This design comes from an exercise in tuning for small area and a short achievable clock period on the open sky130 flow, not from production work.
No functional check of the RTL was part of any run shown here.
Power figures rest on the tool's default switching activity, not on a simulated workload.

File: design/flow/config.mk
export PLATFORM = sky130hd
export DESIGN_NAME = CPU
export DESIGN_NICKNAME = CPU
export VERILOG_FILES = /design/flow/design.v
export SDC_FILE = /design/flow/constraint.sdc
export NUM_CORES = 4
export LEC_CHECK = 0
export CAP_MARGIN = 20
export CORE_MARGIN = 2
export CORE_UTILIZATION = 40
export CTS_CLUSTER_DIAMETER = 80
export CTS_CLUSTER_SIZE = 20
export SETUP_SLACK_MARGIN = 1.5
export SLEW_MARGIN = 20
File: design/flow/constraint.sdc
create_clock -name core_clock -period 3.8 [get_ports {clock}]
set_input_delay 0.7600 -clock core_clock [delete_from_list [all_inputs] [get_ports {clock}]]
set_output_delay 0.7600 -clock core_clock [all_outputs]
set_load 0.01 [all_outputs]
File: design/flow/design.v
`timescale 1ns / 1ps
module CPU(
input [15:0]i_datain,
input [15:0]d_datain,
input clock,
input reset,
input enable,
input start,
output [7:0]i_addr,
output [7:0]d_addr,
output [15:0]d_dataout,
output d_we
);
reg        state;           
wire       run = state;
reg  [7:0] pc;
reg  [4:0] id_op;           
reg  [10:0] id_f;           
reg  [7:0] id_sa, id_sb;    
reg  [4:0] ex_op;           
reg  [2:0] ex_rd;
reg  [15:0] ex_g, ex_t;    
reg        ex_cin;
reg        ex_lo_lg, ex_hi_lg, ex_shl, ex_shr;    
reg  [7:0] ex_sd;           
reg  [15:0] m_c;
reg  [7:0] m_sd;
reg        m_we, m_take, m_wen, m_halt;    
reg        m_load;
reg  [2:0] m_rd;
reg  [15:0] w_c;
reg        w_wen, w_halt;                  
reg  [2:0] w_rd;
reg        zf, nf, cf;
reg  [15:0] gr [7:0];
integer k;
assign i_addr    = pc;
assign d_addr    = m_c[7:0];
assign d_we      = m_we;
assign d_dataout = {m_c[15:8], m_sd};
always @(posedge clock or negedge reset)
    if (!reset)
        state <= 1'b0;
    else if (state)
        state <= enable & ~w_halt;
    else
        state <= enable & start;
wire [4:0] f_op = i_datain[15:11];
wire f_user1 = (f_op == 5'b10000) || (f_op == 5'b01001) || (f_op == 5'b01011)
             || (f_op[4:3] == 2'b11);
wire f_store = (f_op == 5'b00011);
wire f_jump  = (f_op == 5'b11000);
reg  [7:0] gv;
wire [7:0] gvn = gv | ({8{w_wen}} & (8'd1 << w_rd));
wire [2:0] f_ia = f_user1 ? i_datain[10:8] : i_datain[6:4];
wire [2:0] f_ib = f_store ? i_datain[10:8] : i_datain[2:0];
always @(posedge clock or negedge reset)
    if (!reset) begin
        pc <= 8'd0;
        id_op <= 5'd0;
    end else if (run) begin
        pc <= m_take ? m_c[7:0] : pc + 8'd1;
        id_op <= f_op;
    end
always @(posedge clock)
    if (run) begin
        id_f <= i_datain[10:0];
        id_sa <= f_jump ? 8'd0 : (8'd1 << f_ia) & gvn;    
        id_sb <= (8'd1 << f_ib) & gvn;
    end
wire [7:0] selx = id_sa;
wire [7:0] sely = id_sb;
reg  [15:0] rx, ry;
always @(*) begin
    rx = 16'd0;
    ry = 16'd0;
    for (k = 0; k < 8; k = k + 1) begin
        rx = rx | (gr[k] & {16{selx[k]}});
        ry = ry | (gr[k] & {16{sely[k]}});
    end
end
wire [7:0]  imm8 = id_f[7:0];
wire d_jump  = (id_op == 5'b11000);
wire d_store = (id_op == 5'b00011);
wire d_shl   = (id_op[4:1] == 4'b0010);
wire d_val3  = (id_op[4:2] == 3'b001) || (id_op[4:1] == 4'b0001);   
wire d_imm   = (id_op == 5'b01001) || (id_op == 5'b01011) || (id_op[4:3] == 2'b11);
wire d_ldih  = (id_op == 5'b10000);
wire d_sub   = (id_op == 5'b01010) || (id_op == 5'b01011) || (id_op == 5'b10010)
             || (id_op == 5'b01100);
wire d_addc  = (id_op == 5'b10001);
wire d_logic = (id_op[4:2] == 3'b011);
wire d_shift = (id_op[4:2] == 3'b001);
wire d_subc  = (id_op == 5'b10010);
reg [15:0] d_a, d_b;
always @(*) begin
    for (k = 0; k < 16; k = k + 1)
        d_a[k] = d_shl ? rx[15-k] : rx[k];
    if (d_store) d_a[15:8] = 8'd0;
    if (d_shift)
        d_b = 16'd0;                         
    else if (d_val3)
        d_b = {(d_store ? ry[15:8] : 8'd0), 4'd0, id_f[3:0]};
    else if (d_imm)
        d_b = {8'd0, imm8};
    else if (d_ldih)
        d_b = {imm8, 8'd0};
    else
        d_b = ry;
    if (d_sub) d_b = ~d_b;
end
always @(posedge clock or negedge reset)
    if (!reset)
        ex_op <= 5'd0;
    else if (run)
        ex_op <= id_op;
always @(posedge clock)
    if (run) begin
        ex_rd <= id_f[10:8];
        ex_g <= d_a & d_b;
        ex_t <= d_a | d_b;
        ex_cin <= d_addc ? cf : d_subc ? ~cf : d_sub;
        ex_lo_lg  <= d_logic | d_jump;
        ex_hi_lg  <= d_logic | d_store;
        ex_shl <= d_shl;
        ex_shr <= d_shift & ~d_shl;
        ex_sd <= d_store ? ry[7:0] : d_shift ? {4'd1 << id_f[3:2], 4'd1 << id_f[1:0]}
               : {7'd0, d_addc & cf & (&ry)};
    end
wire [15:0] g = ex_g;
wire [15:0] t = ex_t;
reg  [15:0] gg, gt, tg, tt;
integer lv, j;
always @(*) begin
    gg = g;
    gt = t;
    for (lv = 0; lv < 4; lv = lv + 1) begin
        tg = gg;
        tt = gt;
        for (j = 0; j < 16; j = j + 1)
            if (j >= (1 << lv)) begin
                gg[j] = tg[j] | (tt[j] & tg[j - (1 << lv)]);
                gt[j] = tt[j] & tt[j - (1 << lv)];
            end
    end
end
wire [15:0] c    = {gg[14:0], 1'b0} | ({gt[14:0], 1'b1} & {16{ex_cin}});
wire [15:0] sum  = (t ^ c) ^ g;
wire        cout = gg[15] | (gt[15] & ex_cin);
wire        z = &(~((t ^ g) ^ {t[14:0], ex_cin}));
wire l_and = (ex_op[1:0] != 2'b11);        
wire l_xor = (ex_op[1:0] != 2'b01);        
wire [15:0] lg = (g & {16{l_and}}) | (t & ~g & {16{l_xor}});
wire [3:0]  am_lo = ex_sd[3:0];
wire [3:0]  am_hi = ex_sd[7:4];
wire        fill = (ex_op == 5'b00111) & t[15];    
wire [31:0] sh0 = {{16{fill}}, t};
wire [27:0] sh1 = {{12{fill}},
                   (sh0[15:0] & {16{am_lo[0]}}) | (sh0[16:1] & {16{am_lo[1]}})
                 | (sh0[17:2] & {16{am_lo[2]}}) | (sh0[18:3] & {16{am_lo[3]}})};
wire [15:0] y   = (sh1[15:0] & {16{am_hi[0]}}) | (sh1[19:4] & {16{am_hi[1]}})
                | (sh1[23:8] & {16{am_hi[2]}}) | (sh1[27:12] & {16{am_hi[3]}});
reg  [15:0] yr;
always @(*)
    for (k = 0; k < 16; k = k + 1)
        yr[k] = y[15-k];
wire e_store = (ex_op == 5'b00011);
wire ex_lo_sum = ~(ex_lo_lg | ex_shl | ex_shr);
wire ex_hi_sum = ~(ex_hi_lg | ex_shl | ex_shr);
wire [7:0] res_lo = (lg[7:0] & {8{ex_lo_lg}}) | (yr[7:0] & {8{ex_shl}})
                  | (y[7:0] & {8{ex_shr}}) | (sum[7:0] & {8{ex_lo_sum}});
wire [7:0] res_hi = (lg[15:8] & {8{ex_hi_lg}}) | (yr[15:8] & {8{ex_shl}})
                  | (y[15:8] & {8{ex_shr}}) | (sum[15:8] & {8{ex_hi_sum}});
wire e_zn = (ex_op == 5'b01000) || (ex_op == 5'b01001) || (ex_op == 5'b10001)
          || (ex_op == 5'b01010) || (ex_op == 5'b01011) || (ex_op == 5'b10010)
          || (ex_op == 5'b01100);
wire e_c  = (ex_op == 5'b01000) || (ex_op == 5'b01001) || (ex_op == 5'b10001);
wire kill = ex_sd[0];    
reg cond;
always @(*)
    case (ex_op[2:1])
        2'b00: cond = 1'b1;
        2'b01: cond = zf;
        2'b10: cond = nf;
        2'b11: cond = cf;
    endcase
wire e_take = (ex_op[4:3] == 2'b11) && ((ex_op[2:1] == 2'b00) || (cond ^ ex_op[0]));
wire e_wen = (ex_op == 5'b00010) || (ex_op == 5'b10000) || (ex_op == 5'b01000)
          || (ex_op == 5'b01001) || (ex_op == 5'b10001) || (ex_op == 5'b01010)
          || (ex_op == 5'b01011) || (ex_op == 5'b10010) || (ex_op == 5'b01101)
          || (ex_op == 5'b01110) || (ex_op == 5'b01111) || (ex_op[4:2] == 3'b001);
always @(posedge clock or negedge reset)
    if (!reset) begin
        zf <= 1'b0; nf <= 1'b0; cf <= 1'b0;
        m_we <= 1'b0; m_take <= 1'b0; m_wen <= 1'b0; m_halt <= 1'b0;
    end else if (run) begin
        if (e_zn) begin
            zf <= z;
            nf <= sum[15];
        end
        if (e_c)
            cf <= cout & ~kill;
        m_we <= e_store;
        m_take <= e_take;
        m_wen <= e_wen;
        m_halt <= (ex_op == 5'b00001);
    end
always @(posedge clock)
    if (run) begin
        m_c <= {res_hi, res_lo};
        m_sd <= ex_sd;
        m_load <= (ex_op == 5'b00010);
        m_rd <= ex_rd;
    end
always @(posedge clock or negedge reset)
    if (!reset) begin
        w_wen <= 1'b0; w_halt <= 1'b0;
    end else if (run) begin
        w_wen <= m_wen;
        w_halt <= m_halt;
    end
always @(posedge clock)
    if (run) begin
        w_c <= m_load ? d_datain : m_c;
        w_rd <= m_rd;
    end
always @(posedge clock or negedge reset)
    if (!reset)
        gv <= 8'd0;
    else if (run & w_wen)
        gv[w_rd] <= 1'b1;
always @(posedge clock)
    if (run & w_wen)
        gr[w_rd] <= w_c;
endmodule
File: design/flow/flow/run.sh
#!/bin/bash
# The standard flow (standard.sh), with one change: the buffers that the
# placement step puts on every input and output port are buf_1 cells
# instead of the cell buffer_ports picks by default.
set -euo pipefail
bash standard.sh synth > synth.log 2>&1
bash standard.sh "BUFFER_PORTS_ARGS=-buffer_cell sky130_fd_sc_hd__buf_1" finish > layout.log 2>&1
File: design/flow/standard.sh
#!/bin/bash
# synth_recipe.tcl (not shown) runs the flow's synth.tcl, then flattens the netlist and writes it again
# the make line also repeats each setting of config.mk as NAME=value (left out here)
make -C /OpenROAD-flow-scripts/flow DESIGN_CONFIG=/design/flow/config.mk WORK_HOME=/design/flow/orfs CLKGATE_MAP_FILE= SYNTH_SCRIPT=/design/flow/synth_recipe.tcl "${@:-finish}"
==> results.cfg, run 1 <==
[critical_path]
crit_fanout = 11
rr_worst_depth = 5
r2r_setup_slack_ps = 1430
end_kind = flip-flop
worst_ep_required_time_ps = 4040
worstReg2RegStart = ex_t[6]
r2r-end = m_c[4]
crit_arrival_ps = 2610
criticalPathCategory = reg2reg
critPathLaunchType = flip-flop

[global_routing]
grt_pass1_vias = 11100
grt_max_degree = 62
grt_overflow = 0
grt_usage = 0.242
antenna_found_initial = 1
grt_pass1_wl_um = 71300

[placement]
io_buffers = 68
preCtsSetupSlack_ps = 1160
dpl_cell_area_um2 = 15500
place.gp.congestion = 0.945
hpwlAfterDp_um = 32100

[synth]
synthCells = 1271
synthArstFlopShare = 0.126
synth_edf_count = 250
synth_seq_cells = 286
synth.distinct_cells = 79
synth_nets = 1331
synth.avg_cell_area_um2 = 11.8
synth_warnings = 1
synth_ff_type = edfxtp_1
seq_area_frac_synth = 0.561
syn_area_um2 = 15000

[routing]
first_iter_violations = 1499
drt-met1-wl_um = 20200
vias = 11800
met2_length_um = 21000
totalWireLength_um = 47600
maxUsedRoutingLayer = met4
wl_per_cell_um = 25.9
via_per_inst = 6.43
drc_errors = 0
met3_length_um = 4660
drtPass1Iterations = 6
final_antenna_net_count = 0

[finish]
multi_input_area_um2 = 6160
layout_commonest_cell = edfxtp_1
finalNetCount = 1416
drive_gt1_frac = 0.154
syn_to_final_growth_pct = 13.8
fillers = 3355
seq_area_um2 = 8420
final_cell_mix = edfxtp_1 (250), a22oi_1 (135), buf_4 (80)
antennaDiodeCount = 0
fin_area_um2 = 17100

[sta]
skew_ps = 41.2
fmax_ghz = 0.421
fin_ws_ps = 1430
worst_pin_slew_ps = 984
finalSetupViolations = 0
timing.hold.ws_ps = 346
finalHoldViolations = 0
slew_viol_final = 0
setup_tns_ps = 0
rsz0062_at_grt = true
min_period_ps = 2370
relSlewSlack = 0.344
fin_crit_sh = 0.624

[cts]
ctsHoldBuffers = 0
clock_sinks = 286
cts_buffers = 20
clk_latency_ps = 550
clk_pin_slew_ps = 80
ctsHtreeMaxLevel = 1
cts_tree = yes
clockBufferDepth = 3
clock-root-buffer = clkbuf_16

[die]
dieArea_um2 = 39000
num_io_pins = 69
row_count = 70
die_height_um = 198
die_w_um = 198
coreArea_um2 = 36800
initial_utilization = 0.408

[power]
peakVddDrop_mv = 0.292
p_per_area_nw_per_um2 = 504
leakage_nw = 5.83

[min_path]
min_path_type = in2async

[job]
cap_violations = 0

[run_status]
status = timing/DRC/antenna clean
## worst max path at each step
| stage | startpoint | end | cells past startpoint | slack (ps) |
|---|---|---|---|---|
| after floorplan | state | gr[0][0] | 4 | 1090 |
| after global placement | i_datain[12] | id_sb[0] | 6 | 1240 |
| after detailed placement | id_op[1] | ex_t[12] | 6 | 1160 |
| after CTS | ex_t[0] | m_c[13] | 5 | 1430 |
| after global routing | ex_t[6] | m_c[4] | 5 | 1390 |
| final | ex_t[6] | m_c[4] | 5 | 1430 |
## metrics by stage
step                      utilization  total power [mW]  std cells
after floorplan                     -              5.61       1271
after global placement          0.421              6.23       1714
after detailed placement        0.421              6.23       1714
after CTS                       0.450              8.47       1790
after global routing            0.464              9.00       1835
final                           0.464              8.59       1835
## what timing repair did
action,4_1_cts,5_1_grt
setup buffers,43,44
resized for setup,9,22
cloned,0,1
pin swaps,1,9
endpoints found under the setup margin,99,63
## final cells by class
cell class / instances / area share
Clock inverter: 5 / 0.00477
Inverter: 32 / 0.00704
Multi-Input combinational cell: 853 / 0.361
Clock buffer: 28 / 0.0323
Sequential cell: 286 / 0.494
Tap cell: 468 / 0.0343
Timing Repair Buffer: 163 / 0.0668
## metal layers
metal | GRT usage | vias up
met5 | 0 | -
met4 | 0.0727 | 0
met3 | 0.0384 | 101
met2 | 0.368 | 729
met1 | 0.354 | 5765
li1 | - | 5196
## kinds of logic (layout without fill, tap and decap cells)
logic type,Yosys count,in the layout,share of synthesized area
AOI/OAI and AO/OA,443,444,0.208
and+or+nand+nor,288,288,0.106
DFF,286,286,0.561
buffers and inverters,133,228,0.0411
muxes,52,52,0.0374
xor gates and xnor gates,45,45,0.0263
adders and majority gates,24,24,0.0200
## registers in the layout, indices dropped and copies added, names as in the netlist, 5 cells and up
name and cells:
pc 8, id_f 11, id_sa 8, w_c 16, ex_op 5, ex_sd 8, id_sb 8, m_sd 8
ex_g 16, gv 8, ex_t 16, id_op 5, m_c 16, gr 128
## power by group
group	internal, mW	switching (mW)
clock	1.05	1.13
sequential	3.81	0.475
combinational	0.883	1.24
total	5.74	2.85
## cell usage after synthesis, types with 3 or more instances
cell type  count  share of area
a21boi_0       6         0.0030
a21o_1        14         0.0070
a21oi_1       74          0.025
a221o_1        7         0.0047
a221oi_1      11         0.0064
a22o_1        30          0.018
a22oi_1      135          0.068
a31oi_1        6         0.0025
and2_1         6         0.0025
and3_1         5         0.0021
and4_1         6         0.0035
buf_1          4         0.0010
buf_2         24         0.0080
buf_4          8         0.0040
buf_6          7         0.0053
clkbuf_1      55          0.014
clkbuf_2       3         0.0010
dfrtp_1       36          0.060
edfxtp_1     250           0.50
ha_1          24          0.020
inv_1         32         0.0080
mux2_2        32          0.024
mux2i_1       20          0.013
nand2_1       52          0.013
nand2b_1       8         0.0033
nand3_1       31          0.010
nand4_1       37          0.015
nor2_1        46          0.012
nor2b_1        5         0.0021
nor3_1        22         0.0073
nor3b_1       15         0.0075
nor4_1        16         0.0067
o2111ai_1      8         0.0047
o211a_1        6         0.0040
o211ai_1      20          0.010
o21a_1         5         0.0025
o21ai_0       75          0.025
o21ai_1        4         0.0013
o22ai_1       10         0.0042
o31ai_1        4         0.0020
or2_1          3         0.0013
or3_1         24          0.010
xnor2_1       39          0.023
xor2_1         6         0.0035
## worst max-delay path: stages (launching register included)
cell and delay, ps:
edfxtp_1 640, a22o_1 330, o21ai_0 200, nand4_1 180
a221oi_1 530, o21ai_0 170
==> run 2, diff against run 1 <==
--- a/design/flow/design.v
+++ b/design/flow/design.v
@@ -23,3 +23,2 @@
 reg        ex_cin;
-reg        ex_lo_lg, ex_hi_lg, ex_shl, ex_shr;    
 reg  [7:0] ex_sd;           
@@ -122,6 +121,2 @@
         ex_cin <= d_addc ? cf : d_subc ? ~cf : d_sub;
-        ex_lo_lg  <= d_logic | d_jump;
-        ex_hi_lg  <= d_logic | d_store;
-        ex_shl <= d_shl;
-        ex_shr <= d_shift & ~d_shl;
         ex_sd <= d_store ? ry[7:0] : d_shift ? {4'd1 << id_f[3:2], 4'd1 << id_f[1:0]}
@@ -157,5 +152,4 @@
 wire [31:0] sh0 = {{16{fill}}, t};
-wire [27:0] sh1 = {{12{fill}},
-                   (sh0[15:0] & {16{am_lo[0]}}) | (sh0[16:1] & {16{am_lo[1]}})
-                 | (sh0[17:2] & {16{am_lo[2]}}) | (sh0[18:3] & {16{am_lo[3]}})};
+wire [27:0] sh1 = (sh0[27:0] & {28{am_lo[0]}}) | (sh0[28:1] & {28{am_lo[1]}})
+                | (sh0[29:2] & {28{am_lo[2]}}) | (sh0[30:3] & {28{am_lo[3]}});
 wire [15:0] y   = (sh1[15:0] & {16{am_hi[0]}}) | (sh1[19:4] & {16{am_hi[1]}})
@@ -167,2 +161,7 @@
 wire e_store = (ex_op == 5'b00011);
+wire e_logic  = (ex_op[4:2] == 3'b011);
+wire ex_shl   = (ex_op[4:1] == 4'b0010);
+wire ex_shr   = (ex_op[4:1] == 4'b0011);
+wire ex_lo_lg = e_logic | (ex_op == 5'b11000);
+wire ex_hi_lg = e_logic | e_store;
 wire ex_lo_sum = ~(ex_lo_lg | ex_shl | ex_shr);
==> run 2 against run 1 <==
Effect of this change: still clean on timing, DRC and antenna; worst setup slack better by 53 ps; clock power increased by 2%; routed wire length fell by 6.7%; clock skew shrank 11 ps; combinational power increased by 21%; die area fell by 4.8%; maximum frequency increased by 2.3%; power grew 7.5%; final area decreased by 3.0%; final cell count is 2.7% lower; first-iteration DRC count is 9.9% lower; critical path type unchanged; largest cell class unchanged.
==> results.cfg, run 2 <==
[cts]
clock_sinks = 282
clk_pin_slew_ps = 90
ctsHtreeMaxLevel = 1
cts_buffers = 20
clockBufferDepth = 3
clock-root-buffer = clkbuf_16
ctsHoldBuffers = 0
clk_latency_ps = 550
cts_tree = yes

[synth]
seq_area_frac_synth = 0.581
synthArstFlopShare = 0.128
synth_top_area_frac = 0.518
synth_seq_cells = 282
synthCells = 1212
synth.avg_cell_area_um2 = 11.8
yosys.area.top_type = edfxtp_1
synth_warnings = 1
synth_nets = 1272
syn_area_um2 = 14300
synth_area_leaders = edfxtp_1 (52%), a22oi_1 (9.1%), dfrtp_1 (6.3%)
synth.distinct_cells = 70
synth.most_common_cell = edfxtp_1
synth_edf_count = 246
synth_ff_type = edfxtp_1
synthTopCellsByCount = edfxtp_1 (246), a22oi_1 (172), nand2_1 (115)

[power]
leakage_nw = 5.68
peakVddDrop_mv = 0.322
totalPowerFinal_mw = 9.23
p_per_area_nw_per_um2 = 558

[routing]
vias = 11100
met3_length_um = 3280
maxUsedRoutingLayer = met4
via_per_inst = 6.21
wl_per_cell_um = 24.9
totalWireLength_um = 44400
first_iter_violations = 1350
drtPass1Iterations = 8
drc_errors = 0
met2_length_um = 20700
final_antenna_net_count = 0
drt-met1-wl_um = 18900

[sta]
skew_ps = 30.3
finalHoldViolations = 0
fin_ws_ps = 1480
slew_viol_final = 0
fin_crit_sh = 0.611
finalSetupViolations = 0
setup_tns_ps = 0
worst_pin_slew_ps = 1090
relSlewSlack = 0.269
fmax_ghz = 0.431
rsz0062_at_grt = true
min_period_ps = 2320

[critical_path]
worstReg2RegStart = ex_g[2]
critPathLaunchType = flip-flop
end_kind = flip-flop
critPathLaunch = ex_g[2]
worstPathCellList = buf_4, o211ai_1, and3_1, nor3b_1, a21boi_1, o21ai_0, xnor2_1, o221ai_1
crit_arrival_ps = 2560
crit_fanout = 3
worst_ep_required_time_ps = 4040
slowest_delay_ps = 480
cp_slowest_cell = nor3b_1
criticalPathCategory = reg2reg

[die]
die_height_um = 193
row_count = 69
dieArea_um2 = 37200
initial_utilization = 0.404
die_w_um = 193
num_io_pins = 69
coreArea_um2 = 35300

[finish]
largest_register = gr
drive_gt1_frac = 0.168
finalNetCount = 1370
fillers = 3162
largest_register_ffs = 128
postLayoutCoreUtil = 0.468
multi_input_area_um2 = 5770
antennaDiodeCount = 0
seq_area_um2 = 8300
final_cell_mix = edfxtp_1 (246), a22oi_1 (168), nand2_1 (114)
syn_to_final_growth_pct = 16.0
layout_commonest_cell = edfxtp_1

[global_routing]
grt_overflow = 0
grt_usage = 0.235
grt_pass1_vias = 10500
grt_max_degree = 148
grt_pass1_wl_um = 64800
antenna_found_initial = 1

[min_path]
min_path_type = in2async

[placement]
hpwlAfterDp_um = 29100
place.gp.congestion = 0.943
io_buffers = 68
preCtsSetupSlack_ps = 1070

[job]
cap_violations = 0

[run_status]
status = timing/DRC/antenna clean
==> run 2: cell types whose count changed in the layout (fill, tap and decap cells not counted), moves of 8 or more <==
cell / change
nand2_1: +64
o21ai_0: -45
a22oi_1: +33
a21oi_1: -30
a22o_1: -24
nor2_1: +24
or3_1: -20
nand3_1: -19
o211ai_1: +14
xor2_1: +13
nor3b_1: -12
nor4_1: -9
o2111ai_1: -8
==> run 2: metrics by stage <==
stage               cell area [µm²]  instances  hold slack [ps]
floorplan                     14400       1212              400
global placement              14900       1658              401
detailed placement            14900       1658              405
CTS                           16200       1760              377
global route                  16500       1785              389
finish                        16500       1785              354
==> run 2: worst paths after layout <==
path                       endpoint  slack, ps  cells past startpoint
setup / recovery             m_c[8]       1480                      8
hold / removal                gv[5]        350                      1
setup reg to reg             m_c[8]       1480                      8
hold reg to reg             m_rd[0]        420                      0
max in group asynchronous     state       2720                      1
min in group core_clock     id_f[7]        400                      1
==> run 2: logic make-up after synthesis <==
logic type,share of synthesized area
buffers and inverters,0.0347
xor gates and xnor gates,0.0387
AOI/OAI and AO/OA,0.188
DFF,0.581
adders and majority gates,0.0211
muxes,0.0319
and+or+nand+nor,0.104
==> run 2: layout make-up <==
| class | count | share of cell area |
|---|---|---|
| flip-flops and latches | 282 | 0.502 |
| multi-input cells | 812 | 0.349 |
| clock inverters | 9 | 0.00794 |
| clock buffers | 27 | 0.0318 |
| inverters | 27 | 0.00613 |
| well taps | 461 | 0.0349 |
| repair buffers | 167 | 0.0681 |
==> run 2: metal layers <==
layer / up-vias / track usage
met5: - / 0
met4: 0 / 0.0860
met3: 109 / 0.0346
met2: 586 / 0.376
met1: 5472 / 0.326
li1: 4915 / -
==> run 2: power by group <==
group | total (mW) | switching, mW | internal, mW
sequential | 4.42 | 0.555 | 3.87
clock | 2.23 | 1.14 | 1.09
combinational | 2.58 | 1.50 | 1.08
total | 9.23 | 3.19 | 6.04
==> run 2: repair_timing <==
action	CTS	global route
pin swaps	8	22
gates resized for setup	25	41
buffers inserted	66	24
setup endpoints to repair	38	55
==> run 2: critical path, delay by kind of cell (launching register included) <==
| family | cells | cell delay [ps] |
|---|---|---|
| xor gates and xnor gates | 1 | 140 |
| DFF | 1 | 380 |
| buffers and inverters | 1 | 130 |
| AOI/OAI and AO/OA | 4 | 660 |
| and+or+nand+nor | 2 | 700 |
==> run 3, diff against run 2 <==
--- a/design/flow/config.mk
+++ b/design/flow/config.mk
@@ -12,3 +12,3 @@
 export CTS_CLUSTER_SIZE = 20
-export SETUP_SLACK_MARGIN = 1.5
+export SETUP_SLACK_MARGIN = 1.4
 export SLEW_MARGIN = 20
==> run 3 against run 2 <==
Effect of this change: still clean; sequential cell count unchanged; sequential share of layout area increased by 0.73 points; final area down 1.4%; final cell count shrank 0.62%; utilization shrank 0.68 points; global-route usage increased by 0.081 points; power shrank 1.8%; critical path type unchanged; critical endpoint is now m_c[0]; highest routed layer unchanged.
==> results.cfg, run 3 <==
[run_status]
status = timing/DRC/antenna clean

[routing]
totalWireLength_um = 44100
wl_per_cell_um = 24.9
final_antenna_net_count = 0
via_per_inst = 6.16
first_iter_violations = 1492
vias = 10900
drtPass1Iterations = 6
drc_errors = 0

[finish]
final_cell_mix = edfxtp_1 (246), a22oi_1 (167), nand2_1 (115)
drive_gt1_frac = 0.155
fillers = 3193
largest_register_ffs = 128
syn_to_final_growth_pct = 14.3
finalNetCount = 1362
largest_register = gr
layout_commonest_cell = edfxtp_1

[sta]
fmax_ghz = 0.419
slew_viol_final = 0
relSlewSlack = 0.283
skew_ps = 14.2
finalHoldViolations = 0
worst_pin_slew_ps = 1070
setup_tns_ps = 0
fin_crit_sh = 0.628
finalSetupViolations = 0
rsz0062_at_grt = true
min_period_ps = 2390
timing.hold.ws_ps = 334

[synth]
synth.most_common_cell = edfxtp_1
syn_area_um2 = 14300
seq_area_frac_synth = 0.581
synth_warnings = 1
synth_edf_count = 246
synthCells = 1212
synthTopCellsByCount = edfxtp_1 (246), a22oi_1 (172), nand2_1 (115)
synth.distinct_cells = 70
synthArstFlopShare = 0.128
synth_seq_cells = 282
synth_ff_type = edfxtp_1
synth_area_leaders = edfxtp_1 (52%), a22oi_1 (9.1%), dfrtp_1 (6.3%)
synth_nets = 1272
yosys.area.top_type = edfxtp_1
synth_top_area_frac = 0.518
synth.avg_cell_area_um2 = 11.8

[die]
num_io_pins = 69
coreArea_um2 = 35300
dieArea_um2 = 37200
die_w_um = 193
die_height_um = 193
row_count = 69
initial_utilization = 0.404

[global_routing]
grt_pass1_vias = 10400
grt_max_degree = 63
grt_overflow = 0
antenna_found_initial = 0
grt_pass1_wl_um = 65100
grt_usage = 0.236

[cts]
clock_sinks = 282
cts_tree = yes
clk_pin_slew_ps = 80
ctsHtreeMaxLevel = 1
clockBufferDepth = 3
clk_latency_ps = 530
cts_buffers = 20
clock-root-buffer = clkbuf_16

[job]
cap_violations = 0

[placement]
place.gp.congestion = 0.926
hpwlAfterDp_um = 28900
io_buffers = 68

[critical_path]
crit_fanout = 20
end_kind = flip-flop
criticalPathCategory = reg2reg
crit_arrival_ps = 2630
worst_ep_required_time_ps = 4040
critPathLaunchType = flip-flop

[min_path]
min_path_type = in2async

[power]
peakVddDrop_mv = 0.272
leakage_nw = 5.59
p_per_area_nw_per_um2 = 556
run 3: changes by cell type in the layout (fill, tap and decap cells not counted), sizes merged:
cell	previous run	this run
buf	166	159
clkbuf	28	25
clkinv	6	4
bufinv	1	0
diode	0	1
inv	29	30
run 3: final timing paths:
check / from / to / slack [ps] / cells after the start
worst min register to register: id_f[9] / ex_rd[1] / 430 / 0
worst max-delay path: ex_op[1] / m_c[0] / 1410 / 7
min in group core_clock: i_datain[7] / id_f[7] / 400 / 1
max in group asynchronous: reset / ex_op[1] / 2800 / 1
worst min-delay path: reset / gv[6] / 330 / 1
worst max register to register: ex_op[1] / m_c[0] / 1410 / 7
run 3: layout make-up:
| class | instances | area, µm² | share of cell area |
|---|---|---|---|
| multi-input combinational | 812 | 5720 | 0.351 |
| tap | 461 | 577 | 0.0354 |
| timing repair buffer | 159 | 993 | 0.0609 |
| inverter | 27 | 101 | 0.00622 |
| sequential | 282 | 8300 | 0.509 |
| antenna | 1 | 2.50 | 0.000153 |
| clock inverter | 7 | 70.1 | 0.00430 |
| clock buffer | 25 | 541 | 0.0332 |
run 3: cells by family after synthesis:
family	Yosys count	share of synthesized area
flip-flops	282	0.581
buffers and inverters	118	0.0347
XOR/XNOR	63	0.0387
AO/OA/AOI/OAI	376	0.188
adder cells (fa/ha/maj)	24	0.0211
AND/OR/NAND/NOR	307	0.104
multiplexers	42	0.0319
run 3: layer usage:
layer  up-vias  part of all wire  wire (µm)  global-route usage
met1      5384              0.41      18200               0.318
met5         -                 0          0                   0
met2       541              0.48      21000               0.389
met3       116             0.077       3370              0.0415
met4         0             0.033       1460              0.0734
li1       4883                 -          -                   -
run 3: critical path, cell delays in order (launching register included):
cell and delay (ps):
dfrtp_4 580, nor4b_1 570, a21o_1 350, nor2_1 70, a21oi_1 110, a21oi_1 80
a31oi_1 200, o21ai_0 140
run 3: stage by stage:
step,util,worst slack [ps],cells,area (µm²),total power [mW]
after detailed placement,0.421,1080,1658,14900,6.71
after global placement,0.421,1140,1658,14900,6.69
after global routing,0.462,1330,1773,16300,9.50
after floorplan,-,1130,1212,14400,5.91
after CTS,0.450,1330,1741,15900,8.94
final,0.462,1410,1774,16300,9.06
run 3: what timing repair did:
| action | CTS | global route |
|---|---|---|
| endpoints found under the setup margin | 63 | 69 |
| endpoints found under the hold margin | 0 | 0 |
| gates resized for setup | 8 | 32 |
| pin swaps | 5 | 11 |
| setup buffers | 51 | 32 |
| hold buffers | 0 | 0 |
run 3: power breakdown:
group	switching, mW	leakage (nW)	internal [mW]
logic	1.43	2.61	1.02
clock network	1.12	0.300	1.04
registers	0.584	2.68	3.87
total	3.13	5.59	5.93
==> run 4, diff against run 3 <==
--- a/design/flow/design.v
+++ b/design/flow/design.v
@@ -23,2 +23,4 @@
 reg        ex_cin;
+reg        ex_sra;
+reg        ex_lo_lg, ex_hi_lg, ex_lo_sum, ex_hi_sum, ex_shl, ex_shr;    
 reg  [7:0] ex_sd;           
@@ -121,2 +123,9 @@
         ex_cin <= d_addc ? cf : d_subc ? ~cf : d_sub;
+        ex_lo_lg  <= d_logic | d_jump;
+        ex_hi_lg  <= d_logic | d_store;
+        ex_lo_sum <= ~(d_logic | d_jump | d_shift);
+        ex_hi_sum <= ~(d_logic | d_store | d_shift);
+        ex_shl <= d_shl;
+        ex_sra <= (id_op == 5'b00111);
+        ex_shr <= d_shift & ~d_shl;
         ex_sd <= d_store ? ry[7:0] : d_shift ? {4'd1 << id_f[3:2], 4'd1 << id_f[1:0]}
@@ -150,3 +159,3 @@
 wire [3:0]  am_hi = ex_sd[7:4];
-wire        fill = (ex_op == 5'b00111) & t[15];    
+wire        fill = ex_sra & t[15];
 wire [31:0] sh0 = {{16{fill}}, t};
@@ -161,9 +170,2 @@
 wire e_store = (ex_op == 5'b00011);
-wire e_logic  = (ex_op[4:2] == 3'b011);
-wire ex_shl   = (ex_op[4:1] == 4'b0010);
-wire ex_shr   = (ex_op[4:1] == 4'b0011);
-wire ex_lo_lg = e_logic | (ex_op == 5'b11000);
-wire ex_hi_lg = e_logic | e_store;
-wire ex_lo_sum = ~(ex_lo_lg | ex_shl | ex_shr);
-wire ex_hi_sum = ~(ex_hi_lg | ex_shl | ex_shr);
 wire [7:0] res_lo = (lg[7:0] & {8{ex_lo_lg}}) | (yr[7:0] & {8{ex_shl}})
==> run 4 against run 3 <==
Effect of this change: highest routed layer unchanged; worst setup slack improved by 68 ps; sequential share of layout area up 0.76 points; power fell by 3.2%; register-to-register slack improved by 70 ps; clock power grew 6%; still clean; clock skew rose by 5.4 ps; critical path depth is 1 higher; hold slack better by 26 ps; synthesized area is 2.2% higher.
==> results.cfg, run 4 <==
[finish]
syn_to_final_growth_pct = 12.9
largest_register_ffs = 128
drive_gt1_frac = 0.124
layout_commonest_cell = edfxtp_1
finalNetCount = 1347
antennaDiodeCount = 0
final_cell_mix = edfxtp_1 (253), a22oi_1 (169), nand2_1 (116)
largest_register = gr

[placement]
preCtsSetupSlack_ps = 1220
hpwlAfterDp_um = 28400
place.gp.congestion = 0.900
io_buffers = 68

[critical_path]
worst_ep_required_time_ps = 4070
critPathLaunchType = flip-flop
rr_worst_depth = 8
crit_arrival_ps = 2590
worstReg2RegStart = ex_sd[0]
end_kind = flip-flop
crit_fanout = 16
crit_end = m_c[12]
criticalPathCategory = reg2reg
critPathLaunch = ex_sd[0]
r2r_setup_slack_ps = 1480
r2r-end = m_c[12]

[routing]
totalWireLength_um = 42900
via_per_inst = 6.14
final_antenna_net_count = 0
first_iter_violations = 1444
wl_per_cell_um = 24.4
drc_errors = 0
drtPass1Iterations = 6
vias = 10800

[cts]
clockBufferDepth = 3
clock-root-buffer = clkbuf_16
cts_buffers = 20
cts_tree = yes
clk_pin_slew_ps = 80
clock_sinks = 289
clk_latency_ps = 540
ctsHtreeMaxLevel = 1

[job]
cap_violations = 0

[global_routing]
grt_overflow = 0
met3_usage = 0.0366
met2_usage = 0.340
antenna_found_initial = 0
top_usage_layer = met2
grt_max_degree = 169
grt_pass1_vias = 10300
grt_usage = 0.221
grt_pass1_wl_um = 64100
grt_use_met1 = 0.322

[synth]
synth_nets = 1290
synthTopCellsByCount = edfxtp_1 (253), a22oi_1 (169), nand2_1 (116)
synth_area_leaders = edfxtp_1 (52%), a22oi_1 (8.7%), dfrtp_1 (6.2%)
synth_seq_cells = 289
synth.distinct_cells = 73
synth.most_common_cell = edfxtp_1
seq_area_frac_synth = 0.583
syn_area_um2 = 14600
synth_ff_type = edfxtp_1
synthCells = 1230
synth_warnings = 1
synth_top_area_frac = 0.521
synthArstFlopShare = 0.125
yosys.area.top_type = edfxtp_1
synth.avg_cell_area_um2 = 11.9
synth_edf_count = 253

[power]
switchingPower_mw = 2.86
pwr-share-comb = 0.236
leakage_nw = 5.66
switching_share = 0.326
p_int_mw = 5.91
power_frac_clock = 0.262
p_per_area_nw_per_um2 = 533
power.share.sequential = 0.503
peakVddDrop_mv = 0.331

[die]
row_count = 69
die_w_um = 195
num_io_pins = 69
initial_utilization = 0.408
dieArea_um2 = 38000
die_height_um = 195
coreArea_um2 = 35700

[sta]
finalSetupViolations = 0
min_period_ps = 2320
fin_crit_sh = 0.610
skew_ps = 19.6
timing.hold.ws_ps = 360
finalHoldViolations = 0
fmax_ghz = 0.432
fin_ws_ps = 1480
worst_pin_slew_ps = 1120
relSlewSlack = 0.254
rsz0062_at_grt = true
setup_tns_ps = 0
slew_viol_final = 0

[run_status]
status = timing/DRC/antenna clean

[min_path]
min_path_type = in2async
==> run 4: cell types whose count changed in the layout (fill, tap and decap cells not counted), sizes merged, moves of 6 or more <==
cell    before  now
buf        159  127
nor2        72   50
o21ai       40   61
o211ai      34   14
a221oi       1   14
nand3       11   23
mux2i       14   24
clkbuf      25   34
a21oi       48   55
edfxtp     246  253
a211oi       8    2
==> run 4: logic make-up (layout without fill, tap and decap cells) <==
| kind of cell | Yosys count | in the layout | synth area share |
|---|---|---|---|
| XOR/XNOR | 60 | 60 | 0.0360 |
| AO/OA/AOI/OAI | 380 | 380 | 0.186 |
| flip-flops | 289 | 289 | 0.583 |
| buffers and inverters | 126 | 197 | 0.0356 |
| AND/OR/NAND/NOR | 298 | 298 | 0.0999 |
| adder cells (fa/ha/maj) | 24 | 24 | 0.0206 |
| multiplexers | 53 | 53 | 0.0389 |
==> run 4: cell type report <==
cell class | count | area (µm²)
clock inverters | 5 | 57.6
fillers | 3253 | 19300
clock buffers | 31 | 626
well taps | 461 | 577
repair buffers | 130 | 867
inverters | 31 | 118
flip-flops and latches | 289 | 8510
multi-input cells | 815 | 5700
==> run 4: routing by layer <==
layer  vias to the layer above  routed length (µm)
met5                         -                   0
met4                         0                1150
met3                        88                3870
met1                      5269               18600
li1                       4895                   -
met2                       565               19300
==> run 4: per-stage QoR <==
step | power [mW] | instance area [µm²] | cells | util
finish | 8.77 | 16500 | 1762 | 0.460
global route | 9.19 | 16500 | 1762 | 0.460
CTS | 8.70 | 16000 | 1715 | 0.447
detailed placement | 6.39 | 15200 | 1669 | 0.424
global placement | 6.38 | 15200 | 1669 | 0.424
floorplan | 5.73 | 14700 | 1230 | -
==> run 4: worst max-delay path, stage by stage, from the launching register on <==
cell and delay, ps:
edfxtp_1 420, buf_12 170, buf_4 140, a22oi_1 160
nand2_1 130, a222oi_1 280, nand2_1 170, a221o_1 310
a221o_1 270
==> run 4: how the worst min path moves through the flow <==
stage	from	endpoint	depth (start not counted)
global placement	m_rd[1]	w_rd[1]	0
CTS	reset	pc[5]	1
finish	reset	pc[4]	1
detailed placement	ex_rd[0]	m_rd[0]	0
floorplan	id_f[8]	ex_rd[0]	0
global route	i_datain[3]	id_f[3]	1
==> run 4: power groups by stage <==
stage,Sequential (mW),Combinational [mW],Clock (mW)
after floorplan,4.20,1.54,0
after global placement,4.53,1.85,0
after detailed placement,4.54,1.86,0
after CTS,4.45,1.92,2.34
after global routing,4.47,2.28,2.44
final,4.41,2.07,2.30
==> run 4: repair_timing <==
item,4_1_cts,5_1_grt
cloned,0,0
hold buffers,0,0
gates resized for setup,2,11
buffers inserted,10,46
setup endpoints to repair,29,41
pin swaps,0,1
==> run 5, diff against run 4 <==
--- a/design/flow/config.mk
+++ b/design/flow/config.mk
@@ -12,3 +12,3 @@
 export CTS_CLUSTER_SIZE = 20
-export SETUP_SLACK_MARGIN = 1.4
+export SETUP_SLACK_MARGIN = 1.5
 export SLEW_MARGIN = 20
==> run 5 against run 4 <==
Effect of this change: power is 0.33% higher; sequential power about the same; sequential cell count stayed put; synthesized area is the same; global-route usage grew 0.094 points; critical path depth did not move; largest power group unchanged.
==> results.cfg, run 5 <==
[synth]
yosys.area.top_type = edfxtp_1
synth_ff_type = edfxtp_1
synth_warnings = 1
synth_seq_cells = 289
synthCells = 1230
synth_nets = 1290
syn_area_um2 = 14600
synth.distinct_cells = 73
seq_area_frac_synth = 0.583
synthArstFlopShare = 0.125
synthTopCellsByCount = edfxtp_1 (253), a22oi_1 (169), nand2_1 (116)
synth_top_area_frac = 0.521
synth_area_leaders = edfxtp_1 (52%), a22oi_1 (8.7%), dfrtp_1 (6.2%)
synth.avg_cell_area_um2 = 11.9
synth_edf_count = 253
synth.most_common_cell = edfxtp_1

[die]
dieArea_um2 = 38000
row_count = 69
initial_utilization = 0.408
coreArea_um2 = 35700
die_w_um = 195
die_height_um = 195
num_io_pins = 69

[sta]
finalHoldViolations = 0
fin_crit_sh = 0.607
relSlewSlack = 0.261
timing.hold.ws_ps = 360
fmax_ghz = 0.434
rsz0062_at_grt = true
setup_tns_ps = 0
min_period_ps = 2310
finalSetupViolations = 0
worst_pin_slew_ps = 1100
slew_viol_final = 0
skew_ps = 21.2

[finish]
fillers = 3240
seq_area_um2 = 8510
finalNetCount = 1348
final_cell_mix = edfxtp_1 (253), a22oi_1 (168), nand2_1 (116)
stdcell_count = 1763
syn_to_final_growth_pct = 13.4
layout_commonest_cell = edfxtp_1
drive_gt1_frac = 0.131
antennaDiodeCount = 0
largest_register = gr
largest_register_ffs = 128
multi_input_area_um2 = 5740

[power]
p_int_mw = 5.93
p_per_area_nw_per_um2 = 533
switching_share = 0.327
leakage_nw = 5.67
pwr-share-comb = 0.239
power_frac_clock = 0.260
peakVddDrop_mv = 0.331
switchingPower_mw = 2.88
power.share.sequential = 0.501

[global_routing]
grt_overflow = 0
antenna_found_initial = 1
grt_pass1_wl_um = 64400
grt_usage = 0.222
grt_pass1_vias = 10400
grt_max_degree = 169

[cts]
clock_sinks = 289
clockBufferDepth = 3
clk_pin_slew_ps = 90
ctsHtreeMaxLevel = 1
clock-root-buffer = clkbuf_16
cts_buffers = 20
ctsHoldBuffers = 0
cts_tree = yes
clk_latency_ps = 540

[critical_path]
rr_worst_depth = 8
crit_arrival_ps = 2580
r2r_setup_slack_ps = 1490
criticalPathCategory = reg2reg
critPathLaunchType = flip-flop
worstReg2RegStart = ex_sd[0]
r2r-end = m_c[12]
crit_fanout = 14
end_kind = flip-flop
worst_ep_required_time_ps = 4070

[routing]
final_antenna_net_count = 0
wl_per_cell_um = 24.4
totalWireLength_um = 43100
drtPass1Iterations = 8
first_iter_violations = 1359
drc_errors = 0
via_per_inst = 6.13
vias = 10800

[min_path]
min_path_type = in2async

[placement]
io_buffers = 68
numPlacedInstances = 1669
place.gp.congestion = 0.900
hpwlAfterDp_um = 28400

[job]
cap_violations = 0

[run_status]
status = timing/DRC/antenna clean
## run 5: worst max-delay path, stage by stage (launching register included)
cell and delay (ps):
edfxtp_1 410, buf_12 170, buf_4 140, a22oi_1 160
nand2_1 130, a222oi_1 290, nand2_1 170, a221o_1 310
a221o_1 270
## run 5: how the worst max path moves through the flow
| stage | from | slack, ps | endpoint |
|---|---|---|---|
| after floorplan | state | 1060 | gr[0][0] |
| after global placement | ex_sd[0] | 1240 | m_c[13] |
| after detailed placement | ex_sd[0] | 1220 | m_c[13] |
| after CTS | ex_t[3] | 1410 | m_c[13] |
| after global routing | ex_sd[0] | 1370 | m_c[12] |
| final | ex_sd[0] | 1490 | m_c[12] |
## run 5: through the flow
stage	setup slack [ps]	area, µm²	util	power [mW]
3_3_place_gp	1240	15200	0.424	6.38
3_5_place_dp	1220	15200	0.424	6.39
2_1_floorplan	1060	14700	-	5.73
5_1_grt	1370	16500	0.462	9.21
4_1_cts	1410	16200	0.454	8.75
6_report	1490	16500	0.462	8.80
## run 5: final cells by class
| type | instances | area share |
|---|---|---|
| Timing Repair Buffer | 131 | 0.0546 |
| Tap cell | 461 | 0.0349 |
| Clock buffer | 31 | 0.0379 |
| Clock inverter | 5 | 0.00348 |
| Multi-Input combinational cell | 815 | 0.347 |
| Sequential cell | 289 | 0.515 |
| Inverter | 31 | 0.00719 |
## run 5: layer usage
layer / share of wire / track usage / up-vias
met3: 0.089 / 0.0357 / 89
met1: 0.43 / 0.322 / 5259
met4: 0.031 / 0.0704 / 0
met5: 0 / 0 / -
met2: 0.45 / 0.343 / 560
li1: - / - / 4907
## run 5: cell families after synthesis
| logic type | synth area share |
|---|---|
| xor+xnor | 0.0360 |
| mux | 0.0389 |
| flops | 0.583 |
| compound gates | 0.186 |
| buf+inv | 0.0356 |
| fa+ha+maj | 0.0206 |
| simple gates | 0.0999 |
## run 5: power groups by stage
stage               combinational, mW  sequential [mW]  clock [mW]
floorplan                        1.54             4.20           0
global placement                 1.85             4.53           0
finish                           2.10             4.41        2.29
detailed placement               1.86             4.54           0
global route                     2.31             4.46        2.44
CTS                              2.00             4.42        2.34
## run 5: timing repair
action                                  CTS  global route
pin swaps                                 0             4
endpoints found under the setup margin   42            62
setup buffers                            29            29
resized for setup                        10            13
hold endpoints to repair                  0             0
==> run 6, diff against run 5 <==
--- a/design/flow/design.v
+++ b/design/flow/design.v
@@ -23,4 +23,3 @@
 reg        ex_cin;
-reg        ex_sra;
-reg        ex_lo_lg, ex_hi_lg, ex_lo_sum, ex_hi_sum, ex_shl, ex_shr;    
+reg        ex_lo_lg, ex_hi_lg, ex_sh;    
 reg  [7:0] ex_sd;           
@@ -29,3 +28,3 @@
 reg        m_we, m_take, m_wen, m_halt;    
-reg        m_load;
+reg        m_load, m_shift;
 reg  [2:0] m_rd;
@@ -125,7 +124,3 @@
         ex_hi_lg  <= d_logic | d_store;
-        ex_lo_sum <= ~(d_logic | d_jump | d_shift);
-        ex_hi_sum <= ~(d_logic | d_store | d_shift);
-        ex_shl <= d_shl;
-        ex_sra <= (id_op == 5'b00111);
-        ex_shr <= d_shift & ~d_shl;
+        ex_sh <= d_shift;
         ex_sd <= d_store ? ry[7:0] : d_shift ? {4'd1 << id_f[3:2], 4'd1 << id_f[1:0]}
@@ -159,17 +154,13 @@
 wire [3:0]  am_hi = ex_sd[7:4];
-wire        fill = ex_sra & t[15];
+wire        fill = (ex_op == 5'b00111) & t[15];    
 wire [31:0] sh0 = {{16{fill}}, t};
-wire [27:0] sh1 = (sh0[27:0] & {28{am_lo[0]}}) | (sh0[28:1] & {28{am_lo[1]}})
-                | (sh0[29:2] & {28{am_lo[2]}}) | (sh0[30:3] & {28{am_lo[3]}});
-wire [15:0] y   = (sh1[15:0] & {16{am_hi[0]}}) | (sh1[19:4] & {16{am_hi[1]}})
-                | (sh1[23:8] & {16{am_hi[2]}}) | (sh1[27:12] & {16{am_hi[3]}});
-reg  [15:0] yr;
-always @(*)
-    for (k = 0; k < 16; k = k + 1)
-        yr[k] = y[15-k];
+wire [15:0] sh1 = (sh0[15:0] & {16{am_lo[0]}}) | (sh0[16:1] & {16{am_lo[1]}})
+                | (sh0[17:2] & {16{am_lo[2]}}) | (sh0[18:3] & {16{am_lo[3]}});
 wire e_store = (ex_op == 5'b00011);
-wire [7:0] res_lo = (lg[7:0] & {8{ex_lo_lg}}) | (yr[7:0] & {8{ex_shl}})
-                  | (y[7:0] & {8{ex_shr}}) | (sum[7:0] & {8{ex_lo_sum}});
-wire [7:0] res_hi = (lg[15:8] & {8{ex_hi_lg}}) | (yr[15:8] & {8{ex_shl}})
-                  | (y[15:8] & {8{ex_shr}}) | (sum[15:8] & {8{ex_hi_sum}});
+wire ex_lo_sum = ~(ex_lo_lg | ex_sh);
+wire ex_hi_sum = ~(ex_hi_lg | ex_sh);
+wire [7:0] res_lo = (lg[7:0] & {8{ex_lo_lg}}) | (sh1[7:0] & {8{ex_sh}})
+                  | (sum[7:0] & {8{ex_lo_sum}});
+wire [7:0] res_hi = (lg[15:8] & {8{ex_hi_lg}}) | (sh1[15:8] & {8{ex_sh}})
+                  | (sum[15:8] & {8{ex_hi_sum}});
 wire e_zn = (ex_op == 5'b01000) || (ex_op == 5'b01001) || (ex_op == 5'b10001)
@@ -211,6 +202,14 @@
         m_c <= {res_hi, res_lo};
-        m_sd <= ex_sd;
+        m_sd <= ex_sh ? {2'd0, ~ex_op[1], fill, am_hi} : ex_sd;
         m_load <= (ex_op == 5'b00010);
+        m_shift <= ex_sh;
         m_rd <= ex_rd;
     end
+wire [27:0] m_s0 = {{12{m_sd[4]}}, m_c};
+wire [15:0] m_y0 = (m_s0[15:0] & {16{m_sd[0]}}) | (m_s0[19:4] & {16{m_sd[1]}})
+                 | (m_s0[23:8] & {16{m_sd[2]}}) | (m_s0[27:12] & {16{m_sd[3]}});
+reg  [15:0] m_y;
+always @(*)
+    for (k = 0; k < 16; k = k + 1)
+        m_y[k] = m_sd[5] ? m_y0[15-k] : m_y0[k];
 always @(posedge clock or negedge reset)
@@ -224,3 +223,3 @@
     if (run) begin
-        w_c <= m_load ? d_datain : m_c;
+        w_c <= m_load ? d_datain : m_shift ? m_y : m_c;
         w_rd <= m_rd;
==> run 6 against run 5 <==
Effect of this change: synthesized cell count up 5.4%; critical path depth down 3; maximum frequency up 0.54%; largest power group unchanged; clock power down about 10%; synthesized area up 0.76%; still clean on timing, DRC and antenna; critical path type unchanged; final cell count up 3.5%; register-to-register slack about the same; clock skew up 10 ps; worst setup slack better by 12 ps; final area down 0.21%; hold slack worse by 260 ps; critical endpoint is now w_c[12].
==> results.cfg, run 6 <==
[min_path]
min_path_type = in2async

[cts]
clock-root-buffer = clkbuf_16
clk_latency_ps = 530
ctsHoldBuffers = 0
ctsHtreeMaxLevel = 1
clock_sinks = 286
cts_buffers = 19
cts_tree = yes
clk_pin_slew_ps = 90
clockBufferDepth = 3

[sta]
rsz0062_at_grt = true
slew_viol_final = 0
skew_ps = 31.5
fin_crit_sh = 0.604
timing.hold.ws_ps = 94.9
finalSetupViolations = 0
finalHoldViolations = 0
fmax_ghz = 0.436
min_period_ps = 2290
setup_tns_ps = 0
worst_pin_slew_ps = 972
relSlewSlack = 0.352

[synth]
synth_ff_type = edfxtp_1
seq_area_frac_synth = 0.572
synth_area_leaders = edfxtp_1 (51%), a22oi_1 (9.1%), dfrtp_1 (6.1%)
synthTopCellsByCount = edfxtp_1 (250), a22oi_1 (179), nand2_1 (119)
synth_warnings = 1
synth.avg_cell_area_um2 = 11.3
synth_nets = 1358
syn_area_um2 = 14700
synth.distinct_cells = 58
synth_top_area_frac = 0.511
synth_edf_count = 250
synth_seq_cells = 286
yosys.area.top_type = edfxtp_1
synthArstFlopShare = 0.126
synth.most_common_cell = edfxtp_1
synthCells = 1297

[finish]
finalNetCount = 1405
antennaDiodeCount = 0
largest_register = gr
layout_commonest_cell = edfxtp_1
largest_register_ffs = 128
syn_to_final_growth_pct = 12.3
final_cell_mix = edfxtp_1 (250), a22oi_1 (178), nand2_1 (117)
drive_gt1_frac = 0.103

[routing]
first_iter_violations = 1154
drc_errors = 0
vias = 11200
wl_per_cell_um = 24.2
via_per_inst = 6.12
final_antenna_net_count = 0
totalWireLength_um = 44200
drtPass1Iterations = 6

[run_status]
status = timing/DRC/antenna clean

[global_routing]
grt_max_degree = 52
antenna_found_initial = 0
grt_pass1_vias = 10700
grt_usage = 0.229
grt_overflow = 0
grt_pass1_wl_um = 65800

[critical_path]
cp_slowest_cell = edfxtp_1
slowest_delay_ps = 600
worstPathCellList = a22o_1, a221oi_1, o22ai_1, nor3_1, a21oi_1
crit_arrival_ps = 2540
critPathLaunchType = flip-flop
critical_path_buf_inv_count = 0
criticalPathCategory = reg2reg
worst_ep_required_time_ps = 4050
crit_family = compound AO/OA/AOI/OAI gates
crit_fanout = 14
end_kind = flip-flop

[die]
initial_utilization = 0.404
num_io_pins = 69
die_w_um = 196
row_count = 70
dieArea_um2 = 38300
die_height_um = 196
coreArea_um2 = 36300

[power]
peakVddDrop_mv = 0.397
p_per_area_nw_per_um2 = 509
leakage_nw = 5.74

[placement]
place.gp.congestion = 0.861
io_buffers = 68
hpwlAfterDp_um = 29700

[job]
cap_violations = 0
run 6: worst register-to-register path, delay by kind of cell, from the launching register on:
family	cells	cell delay, ps
AO/OA/AOI/OAI	4	920
flip-flops	1	600
AND/OR/NAND/NOR	1	520
run 6: path summary, 6_finish.rpt:
check / start / endpoint / slack [ps] / cells after the start
setup reg to reg: m_sd[1] / w_c[12] / 1510 / 5
max in group asynchronous: reset / id_op[1] / 3220 / 2
min in group core_clock: i_datain[7] / id_f[7] / 390 / 1
hold reg to reg: m_rd[1] / w_rd[1] / 430 / 0
hold / removal: reset / state / 90 / 1
setup / recovery: m_sd[1] / w_c[12] / 1510 / 5
run 6: through the flow:
stage / utilization / power (mW) / cells / instance area, µm² / worst slack (ps)
after floorplan: - / 5.63 / 1297 / 14800 / 1080
after global placement: 0.421 / 6.24 / 1744 / 15300 / 1240
after detailed placement: 0.421 / 6.27 / 1745 / 15300 / 1190
after CTS: 0.447 / 8.35 / 1807 / 16300 / 1500
after global routing: 0.454 / 8.79 / 1825 / 16500 / 1470
final: 0.454 / 8.40 / 1825 / 16500 / 1510
run 6: layout make-up:
cell class                 count  area (µm²)
tap                          468         586
multi-input combinational    864        5880
timing repair buffer         124         867
clock buffer                  29         513
clock inverter                 5        48.8
fill                        3291       19900
inverter                      49         184
sequential                   286        8420
run 6: cell families after synthesis:
family,synth area share
and+or+nand+nor,0.103
buffers and inverters,0.0405
adders and majority gates,0.0213
muxes,0.0279
xor gates and xnor gates,0.0388
DFF,0.572
AOI/OAI and AO/OA,0.196
run 6: where the power goes:
| group | internal (mW) | switching [mW] |
|---|---|---|
| clock | 0.965 | 1.08 |
| sequential | 3.82 | 0.560 |
| combinational | 0.849 | 1.12 |
| total | 5.64 | 2.76 |
run 6: timing repair:
action	4_1_cts	5_1_grt
resized for setup	10	17
setup endpoints to repair	76	66
pin swaps	2	4
setup buffers	28	17
run 6: routing by layer:
layer / up-vias / part of all wire / track usage
li1: 5055 / - / -
met1: 5472 / 0.41 / 0.307
met2: 530 / 0.48 / 0.378
met3: 107 / 0.076 / 0.0325
met4: 0 / 0.035 / 0.0845
met5: - / 0 / 0

==> static timing again, ports no longer ideal <==
No port has a modelled driver above. Below, the same layouts with a new extraction and two added sets of constraints. Step 1 assumes that a clkbuf_16 drives the clock port and a buf_2 every other input. Step 2, shift: input delay + t, output delay - t, t = (earliest + latest rising clock arrival at the registers) / 2. This alone moves slack from input paths to output paths. a / b / c = ideal ports / drivers / drivers and shift; a / b = the first two.
run | t, ns | slack for setup (ns) | clock arrival spread, ns | cell pins on the clock port's net
run 1 | 0.585 | 1.427 / 1.427 / 1.150 | 0.041 / 0.042 | 1
run 2 | 0.588 | 1.480 / 1.480 / 1.331 | 0.030 / 0.030 | 1
run 3 | 0.576 | 1.414 / 1.414 / 1.337 | 0.016 / 0.016 | 1
run 4 | 0.577 | 1.483 / 1.483 / 1.347 | 0.028 / 0.028 | 1
run 5 | 0.577 | 1.493 / 1.493 / 1.353 | 0.030 / 0.029 | 1
run 6 | 0.569 | 1.506 / 1.506 / 1.175 | 0.031 / 0.031 | 1
After both steps every run listed still meets setup and hold. For run 6, which loses most, drivers alone change the setup slack by 0.000 ns; drivers and shift together by -0.331 ns.
